Context: an optimization exercise on an open-source flow, tuned for small area. The choices shown serve that exercise and are no tape-out recipe.
In this exercise RTL edits were held to simulation tests only and were not proved equivalent to the original.
Power is estimated from default activity; no workload was simulated.

==> flow/design.v, too long to show whole: its modules and the start of the top module <==
// module Adder: 38 lines
// module CLA16B: 31 lines
// module CLA16B1x16S: 8 lines
// module CLA16B2x8S: 10 lines
// module CLA16B4x4S: 12 lines
// module StandAdder: 19 lines
// module IncDec: 18 lines
// module mul8x8comb: 92 lines
// module avr_mul: 239 lines
// module alu_avr: 147 lines
// module bit_processor: 89 lines
// module io_adr_dec: 55 lines
// module io_reg_file: 150 lines
// module reg_file: 68 lines
// module pm_fetch_dec: 1248 lines
// module avr_core: 397 lines
// module avr_cpu: 65 lines
module avr_cpu (
    input  wire        clk,
    input  wire        rst_n,
    output wire [15:0] pc,
    input  wire [15:0] inst,
    output wire [5:0]  adr,
    output wire        iore,
    output wire        iowe,
    output wire [15:0] ramadr,
    output wire        ramre,
    output wire        ramwe,
    input  wire        cpuwait,
    input  wire [7:0]  dbusin,
    output wire [7:0]  dbusout,
    input  wire [22:0] irqlines,
    output wire        irqack,
    output wire [4:0]  irqackad,
    output wire        sleepi,
    output wire        irqok,
    output wire        globint,
    output wire        wdri,
    output wire [15:0] spm_out,
    output wire        spm_inst,
    input  wire        spm_wait,
    output wire        valid_instr,
    output wire        change_flow
);
  // ...
==> flow/flow/run.sh <==
#!/bin/bash
# Own layout flow: the standard ORFS flow (standard.sh, unchanged synthesis) with these changes:
#  - port buffers use the smallest buffer cell (every input and output port still gets one)
#  - CTS: larger sink clusters and no dummy loads
# Each tool's full output is in orfs/logs/...; make's own output goes to flow_make.log.
set -euo pipefail
export REMOVE_ABC_BUFFERS=1
export BUFFER_PORTS_ARGS="-buffer_cell sky130_fd_sc_hd__buf_1"
export CTS_ARGS="-sink_clustering_enable -repair_clock_nets -dont_use_dummy_load -sink_clustering_size 30 -sink_clustering_max_diameter 100"
bash standard.sh finish > flow_make.log 2>&1
test -s out/final.def
==> flow/standard.sh <==
#!/bin/bash
# synth_recipe.tcl (not shown) runs the flow's synth.tcl, then flattens the netlist and writes it again
# the make line also repeats each setting of config.mk as NAME=value (left out here)
make -C /OpenROAD-flow-scripts/flow DESIGN_CONFIG=/design/flow/config.mk WORK_HOME=/design/flow/orfs CLKGATE_MAP_FILE= SYNTH_SCRIPT=/design/flow/synth_recipe.tcl "${@:-finish}"
==> flow/config.mk <==
export PLATFORM = sky130hd
export DESIGN_NAME = avr_cpu
export DESIGN_NICKNAME = avr_cpu
export VERILOG_FILES = /design/flow/design.v
export SDC_FILE = /design/flow/constraint.sdc
export NUM_CORES = 4
export LEC_CHECK = 0
export CAP_MARGIN = 20
export CORE_MARGIN = 2
export CORE_UTILIZATION = 50
export SLEW_MARGIN = 20
==> flow/constraint.sdc <==
create_clock -name core_clock -period 12.0 [get_ports {clk}]
set_input_delay 2.4000 -clock core_clock [delete_from_list [all_inputs] [get_ports {clk}]]
set_output_delay 2.4000 -clock core_clock [all_outputs]
set_load 0.01 [all_outputs]
==> flow_summary.ini, run 1 <==
[logic_synthesis]
netlist_instances = 4277
synth_top_family_by_area = compound AO/OA/AOI/OAI gates
synth-edff-count = 0

[worst_setup_path]
r2r_setup_slack_ns = 1.75
required_ns = 12.53
crit_type = flop to flop
crit_slowest_cell = and4b_1

[final_layout]
nFillCells = 6772
seqAreaFraction_pct = 30.0
final_cells = 5190
mostFrequentLayoutCell = nand2_1

[power_and_ir_drop]
top_power_group = combinational logic
switching_share_pct = 57.0
p_seq_mw = 2.89
p_switching_mw = 6.86

[run_status]
status = no timing/DRC/antenna violations

[worst_hold_path]
worstHoldPathType = flop to flop

[grt]
grt_use_met1_pct = 57.8
antenna_found_initial = 4
track_usage_pct = 46.5

[cts]
cts_tree = yes
cts_setup_buffers = 0

[floorplan]
core_area_mm2 = 0.0689

[route]
routed.top_layer = met5
met1_length_um = 61500

[timing]
slew_viol_final = 0
==> module bit_processor, before the edit <==
module bit_processor(
   		     input  wire        cp2,
   		     input  wire        cp2en,
   		     input  wire        ireset,
   		     input  wire [2:0]  bit_num_r_io,	   
   		     input  wire [7:0]  dbusin,  	   
   		     output wire [7:0]  bitpr_io_out,	   
   		     input  wire [7:0]  sreg_out,	   
   		     input  wire [2:0]  branch,  	   
   		     output wire [7:0]  bit_pr_sreg_out,   
   		     output wire [7:0]  bld_op_out,	   
   		     input  wire [7:0]  reg_rd_out,	   
   		     output wire        bit_test_op_out,   
   		     input  wire        sbi_st,
   		     input  wire        cbi_st,
   		     input  wire        idc_bst,
   		     input  wire        idc_bset,
   		     input  wire        idc_bclr,
   		     input  wire        idc_sbic,
   		     input  wire        idc_sbis,
   		     input  wire        idc_sbrs,
   		     input  wire        idc_sbrc,
   		     input  wire        idc_brbs,
   		     input  wire        idc_brbc,
   		     input  wire        idc_reti 	       
   		     );
   localparam LP_SYNC_RST = 0;  
   wire         sreg_t_flag;		 
   reg [7:0]    temp_in_data_current;
   wire[7:0]    temp_in_data_next;
   wire [7:0]   sreg_t_temp;
   wire [7:0]   bit_num_decode;
   wire [7:0]   bit_pr_sreg_out_int;
   wire [7:0]   bit_test_in;
   wire [7:0]   bit_test_mux_out;
   wire [7:0]   branch_decode;
   wire [7:0]   branch_mux;
function[7:0] fn_bit_num_dcd;
 input[2:0]    arg;
 reg[7:0]      res;    
 integer       i;
  begin
   res = {8{1'b0}};
   for(i=0;i<8;i=i+1) begin
    res[i] = (i[2:0] == arg) ? 1'b1 : 1'b0;
   end  
  fn_bit_num_dcd = res; 
  end
endfunction  
   assign sreg_t_flag = sreg_out[6];
   always @(posedge cp2 or negedge ireset)
   begin: main_seq
      if (!ireset)
       temp_in_data_current <= {8{1'b0}};
      else 
      begin
       temp_in_data_current <= temp_in_data_next;
      end
   end  
assign sreg_t_temp[0]   = (bit_num_decode[0]) ? reg_rd_out[0] : 1'b0;
assign sreg_t_temp[7:1] = (bit_num_decode[7:1] & reg_rd_out[7:1]) | (~bit_num_decode[7:1] & sreg_t_temp[6:0]);
assign bit_pr_sreg_out_int[6:0] = ({7{idc_bset}} & (~reg_rd_out[6:0])) | ((~{7{idc_bclr}}) & reg_rd_out[6:0]);
assign bit_pr_sreg_out_int[7] = (idc_bset & (~reg_rd_out[7])) | ((~idc_bclr) & reg_rd_out[7]) | idc_reti;
assign bit_pr_sreg_out = (idc_bst) ? {bit_pr_sreg_out_int[7], sreg_t_temp[7], bit_pr_sreg_out_int[5:0]} : bit_pr_sreg_out_int;
assign bit_test_in = (idc_sbis || idc_sbic) ? dbusin : reg_rd_out;
assign bit_test_mux_out[0] = (bit_num_decode[0]) ? bit_test_in[0] : 1'b0;
assign bit_test_mux_out[7:1] = (bit_num_decode[7:1] & bit_test_in[7:1]) | (~bit_num_decode[7:1] & bit_test_mux_out[6:0]);					     
assign bit_test_op_out = (bit_test_mux_out[7] & (idc_sbis | idc_sbrs)) | ((~bit_test_mux_out[7]) & (idc_sbic | idc_sbrc)) | (branch_mux[7] & idc_brbs) | ((~branch_mux[7]) & idc_brbc);
assign branch_mux[0] = (branch_decode[0]) ? sreg_out[0] : 1'b0;
assign branch_mux[7:1] = (branch_decode[7:1] & sreg_out[7:1]) | (~branch_decode[7:1] & branch_mux[6:0]);			 
assign bld_op_out = (fn_bit_num_dcd(bit_num_r_io) & {8{sreg_t_flag}}) | (~fn_bit_num_dcd(bit_num_r_io) & reg_rd_out);
assign branch_decode = fn_bit_num_dcd(branch); 
assign bit_num_decode = fn_bit_num_dcd(bit_num_r_io); 
 generate
  genvar       i;
   for (i = 0; i < 8; i = i + 1)
    begin : sbi_cbi_dcd_gen
      assign bitpr_io_out[i] = (sbi_st && bit_num_decode[i]) ? 1'b1 :   
                               (cbi_st && bit_num_decode[i]) ? 1'b0 :   
                               temp_in_data_current[i];		       
    end  
   if(LP_SYNC_RST) begin : sync_rst
    assign temp_in_data_next = (!ireset) ? {8{1'b0}} : ((cp2en) ? dbusin : temp_in_data_current);
   end  
   else begin : async_rst
    assign temp_in_data_next = (cp2en) ? dbusin : temp_in_data_current;
   end  
 endgenerate
endmodule  
==> run 2, diff against run 1 <==
--- a/flow/design.v
+++ b/flow/design.v
@@ -676,27 +676,24 @@
    begin: main_seq
       if (!ireset)
        temp_in_data_current <= {8{1'b0}};
       else 
       begin
        temp_in_data_current <= temp_in_data_next;
       end
    end  
-assign sreg_t_temp[0]   = (bit_num_decode[0]) ? reg_rd_out[0] : 1'b0;
-assign sreg_t_temp[7:1] = (bit_num_decode[7:1] & reg_rd_out[7:1]) | (~bit_num_decode[7:1] & sreg_t_temp[6:0]);
+assign sreg_t_temp = {reg_rd_out[bit_num_r_io], 7'b0000000};
 assign bit_pr_sreg_out_int[6:0] = ({7{idc_bset}} & (~reg_rd_out[6:0])) | ((~{7{idc_bclr}}) & reg_rd_out[6:0]);
 assign bit_pr_sreg_out_int[7] = (idc_bset & (~reg_rd_out[7])) | ((~idc_bclr) & reg_rd_out[7]) | idc_reti;
 assign bit_pr_sreg_out = (idc_bst) ? {bit_pr_sreg_out_int[7], sreg_t_temp[7], bit_pr_sreg_out_int[5:0]} : bit_pr_sreg_out_int;
 assign bit_test_in = (idc_sbis || idc_sbic) ? dbusin : reg_rd_out;
-assign bit_test_mux_out[0] = (bit_num_decode[0]) ? bit_test_in[0] : 1'b0;
-assign bit_test_mux_out[7:1] = (bit_num_decode[7:1] & bit_test_in[7:1]) | (~bit_num_decode[7:1] & bit_test_mux_out[6:0]);					     
+assign bit_test_mux_out = {bit_test_in[bit_num_r_io], 7'b0000000};					     
 assign bit_test_op_out = (bit_test_mux_out[7] & (idc_sbis | idc_sbrs)) | ((~bit_test_mux_out[7]) & (idc_sbic | idc_sbrc)) | (branch_mux[7] & idc_brbs) | ((~branch_mux[7]) & idc_brbc);
-assign branch_mux[0] = (branch_decode[0]) ? sreg_out[0] : 1'b0;
-assign branch_mux[7:1] = (branch_decode[7:1] & sreg_out[7:1]) | (~branch_decode[7:1] & branch_mux[6:0]);			 
+assign branch_mux = {sreg_out[branch], 7'b0000000};			 
 assign bld_op_out = (fn_bit_num_dcd(bit_num_r_io) & {8{sreg_t_flag}}) | (~fn_bit_num_dcd(bit_num_r_io) & reg_rd_out);
 assign branch_decode = fn_bit_num_dcd(branch); 
 assign bit_num_decode = fn_bit_num_dcd(bit_num_r_io); 
  generate
   genvar       i;
    for (i = 0; i < 8; i = i + 1)
     begin : sbi_cbi_dcd_gen
       assign bitpr_io_out[i] = (sbi_st && bit_num_decode[i]) ? 1'b1 :   
@@ -1697,17 +1694,17 @@
                              reg_rr_out;
       assign pa15_pm = rampz_out[0] & (idc_elpm | idc_elpm_ext | idc_spm);		 
       assign offset_brbx = ((dex_brxx_offset[6] == 1'b0)) ? {10'b0000000000, dex_brxx_offset[5:0]} : 		 
                            {10'b1111111111, dex_brxx_offset[5:0]};		 
       assign offset_rxx = ((dex_adr12mem_s[11] == 1'b0)) ? {5'b00000, dex_adr12mem_s[10:0]} : 		 
                           {5'b11111, dex_adr12mem_s[10:0]};		 
       assign program_counter = {pc_high_current, pc_low_current};
       wire        pc_brbx  = (idc_brbc | idc_brbs) & bit_test_op_out;
-      wire [15:0] pc_addend = (idc_brbc | idc_brbs) ? offset_brbx : offset_rxx;
+      wire [15:0] pc_addend = (instruction_reg_current[15:11] == 5'b11110) ? offset_brbx : offset_rxx;
       wire [15:0] pc_rel;
       wire [15:0] pc_inc;
       StandAdder #(.AdderWidth(16)) pc_adder(.A(program_counter), .B(pc_addend), .CI(1'b0), .S(pc_rel), .CO());
       IncDec #(.W(16)) pc_incr(.A(program_counter), .UP(1'b1), .EN(1'b1), .Y(pc_inc));
       assign program_counter_in = (pc_brbx == 1'b1) ? pc_rel : 		 
                                   ((idc_rjmp | idc_rcall) == 1'b1) ? pc_rel : 		 
                                   ((idc_ijmp | idc_icall) == 1'b1) ? reg_z_out : 		 
                                   ((idc_lpm | idc_elpm | idc_lpm_ext | idc_elpm_ext | idc_spm) == 1'b1) ? {pa15_pm, reg_z_out[15:1]} : 		 
==> flow/config.mk (replaced) <==
export PLATFORM = sky130hd
export DESIGN_NAME = avr_cpu
export DESIGN_NICKNAME = avr_cpu
export VERILOG_FILES = /design/flow/design.v
export SDC_FILE = /design/flow/constraint.sdc
export NUM_CORES = 4
export LEC_CHECK = 0
export CAP_MARGIN = 20
export CORE_MARGIN = 2
export CORE_UTILIZATION = 60
export SLEW_MARGIN = 20
==> run 2 against run 1 <==
  * Sequential power is 4% higher
  * Total power is 6.9% lower
  * Critical path depth is 3 lower
  * Setup slack worse by 0.51 ns
  * Flip-flop and latch count stayed put
  * Fmax is 4.8% lower
  * Global-route usage is 4.7 points higher
  * Count of clock-buffer cells in the layout is 4 lower
  * Worst hold slack worse by 0.027 ns
  * Die area is 19% lower
  * Critical path type unchanged
  * Largest power group unchanged
==> flow_summary.ini, run 2 <==
[final_layout]
largest_reg_flops = 256
layout-drive-gt1-share_pct = 6.40
area_growth_pct = 4.43
top_register = core.GPRF_Inst.regs.q
nets = 4394
mostFrequentLayoutCell = nand2_1
layout_common_cells = 805 x nand2_1, 445 x dfrtp_1, 412 x o21ai_0, 325 x nor2_1, 218 x a21oi_1
final_cells = 4964
fin_util_pct = 63.2

[timing]
setup_tns_ns = 0
fmax_mhz = 92.9
tightest_slew_ns = 1.28
slew-limit-headroom_pct = 13.9
rsz0062_at_grt = false
setup_viol = 0
slew_viol_final = 0
period_needed_ns = 10.76
period_share_pct = 89.7
skew_ns = 0.0949
hold_viol_final = 0
worst_slack_ns = 1.24

[power_and_ir_drop]
ir_worst_vdd_mv = 0.438
leakagePower_nw = 15.4
total_power_mw = 11.2
p_per_area_mw_per_mm2 = 315

[route]
drc = 0
routed_wl_um = 153000
vias = 35900
postRouteAntennaNets = 0
post_drt_via_cell_ratio = 7.24
firstDrtPassIters = 11
wl_per_cell_um = 30.8
dr.first_iter.drc_count = 5311

[logic_synthesis]
synth.distinct_cells = 105
syn_area_mm2 = 0.0341
synth_top_cell_area_share_pct = 32.7
synth.ff_latch_count = 445
yosysSeqAreaShare_pct = 32.7
synthFlopType = dfrtp_1
synth_commonest_cells = 806 x nand2_1, 445 x dfrtp_1, 414 x o21ai_0, 329 x nor2_1, 242 x clkbuf_1
synthArstFlopShare_pct = 100
netlist_instances = 4288
avgSynthCellArea_um2 = 7.94
yosysMostFrequentCell = nand2_1
synth_area_leaders = dfrtp_1 33%, nand2_1 8.9%, o21ai_0 6.1%, fa_1 4.5%, nor2_1 3.6%
ys_warn_count = 6
synth_area_leader_cell = dfrtp_1
synth-edff-count = 0

[floorplan]
pin_count = 130
core_area_mm2 = 0.0563
initial_core_util_pct = 60.5
die_area_mm2 = 0.0587
die_h_um = 242
core.rowCount = 87
chipWidth_um = 242

[grt]
grt_overflow_total = 0
track_usage_pct = 51.2
grt_start_max_net_pins = 179
grt_pass1_vias = 33400
grt_pass1_wl_um = 225000
antenna_found_initial = 7

[worst_setup_path]
start_kind = flop
reg2reg_depth = 26
crit_type = flop to flop
arrival_ns = 11.14
required_ns = 12.37
cp-end-kind = flop
cp_max_fo = 29

[cts]
ctsHoldBuffers = 0
clk_pin_slew_ns = 0.07
clock_sinks = 445
clockBufferDepth = 3
root_buffer = clkbuf_16
clock_latency_ns = 0.63
cts_setup_buffers = 0
cts.repair.resized = 0
cts_buffers = 23
htree_levels = 1
cts_tree = yes

[placed_design]
routabilityCongestion = 1.12
hpwlAfterDp_um = 111000
post-place-cells = 4936
port_buffers = 129
dpl_worst_slack_ns = 1.63

[run_status]
status = no timing/DRC/antenna violations

[flow_run]
maxCapViolCount = 0

[worst_hold_path]
worstHoldPathType = flop to flop
whs_path_depth = 0
-- run 2: stage by stage --
stage / instance area (µm²) / hold WS, ns
detailed placement: 35000 / 0.394
floorplan: 32600 / 0.368
global placement: 35000 / 0.378
CTS: 35500 / 0.415
global route: 35600 / 0.427
finish: 35600 / 0.419
-- run 2: path summary, 6_finish.rpt --
path / slack [ns] / from / endpoint
hold reg to reg: 0.42 / core.pm_fetch_dec_Inst.lpm_e_st1_current / core.pm_fetch_dec_Inst.lpm_e_st2_current
max in group asynchronous: 7.84 / rst_n / asynchronous set/reset pin
hold / removal: 0.42 / core.pm_fetch_dec_Inst.lpm_e_st1_current / core.pm_fetch_dec_Inst.lpm_e_st2_current
setup / recovery: 1.24 / core.pm_fetch_dec_Inst.st_st_current / core.GPRF_Inst.regs[3].q[4]
min in group asynchronous: 1.88 / rst_n / core.pm_fetch_dec_Inst.pc_high_current[0]
setup reg to reg: 1.24 / core.pm_fetch_dec_Inst.st_st_current / core.GPRF_Inst.regs[3].q[4]
-- run 2: cell families after synthesis --
group	after synthesis	synth area share, %
fa+ha+maj	141	6.85
buf+inv	477	5.87
simple gates	1735	23.2
flops	445	32.7
compound gates	1252	24.1
xor+xnor	52	1.34
mux	186	6.02
-- run 2: worst max-delay path, stage by stage (launching register included) --
cell and delay [ns]:
dfrtp_1 0.70, nor3_1 0.50, nand4_1 0.69, or4_1 1.01, a211o_1 0.65, buf_4 0.35
and2_2 0.44, mux2i_1 0.20, mux4_2 0.50, a211oi_1 0.34, and3_1 0.58, inv_2 0.26
ha_1 0.26, ha_1 0.18, ha_1 0.22, ha_1 0.30, a22oi_1 0.15, o21ai_0 0.10
a221oi_1 0.24, o221ai_1 0.15, a221oi_1 0.23, o211a_1 0.27, o21ai_0 0.10, a21oi_1 0.26
o221ai_1 0.54, o22ai_1 1.04, o21ai_0 0.21
-- run 2: per-layer routing --
metal  wire length, µm  GRT usage, %
met1             53200          62.9
met2             63000          74.2
met3             21000          16.6
met4             15500          40.6
met5               147             0
-- run 2: cell type report --
type | instances | area (µm²)
multi-input combinational | 3366 | 21100
tap | 756 | 946
fill | 5184 | 20700
inverter | 134 | 503
sequential | 445 | 11100
clock buffer | 23 | 576
timing repair buffer | 236 | 1320
antenna | 4 | 10.0
-- run 2: power by group --
| part | internal, mW | switching [mW] | total (mW) |
|---|---|---|---|
| clock network | 0.343 | 0.522 | 0.865 |
| logic | 2.59 | 4.73 | 7.31 |
| registers | 2.06 | 0.967 | 3.02 |

## re-timing with driven ports
The results above use ideal ports. As a check the final layouts listed here were re-extracted and re-timed, cells and wires unchanged. Step 1 assumes that a clkbuf_16 drives the clock port and a buf_2 every other input. Step 2 also shifts input and output timing later by t, the mid clock arrival at the registers, as if the neighbouring blocks saw the same clock. Three values: ideal, step 1, step 2; two values: the first two.
| run | t, ns | slack for setup (ns) | hold slack, ns |
|---|---|---|---|
| run 1 | 0.690 | 1.750 / 1.750 / 1.750 | 0.446 / 0.446 / 0.446 |
| run 2 | 0.651 | 1.237 / 1.237 / 1.237 | 0.419 / 0.419 / 0.419 |
After both steps every run listed still meets setup and hold.
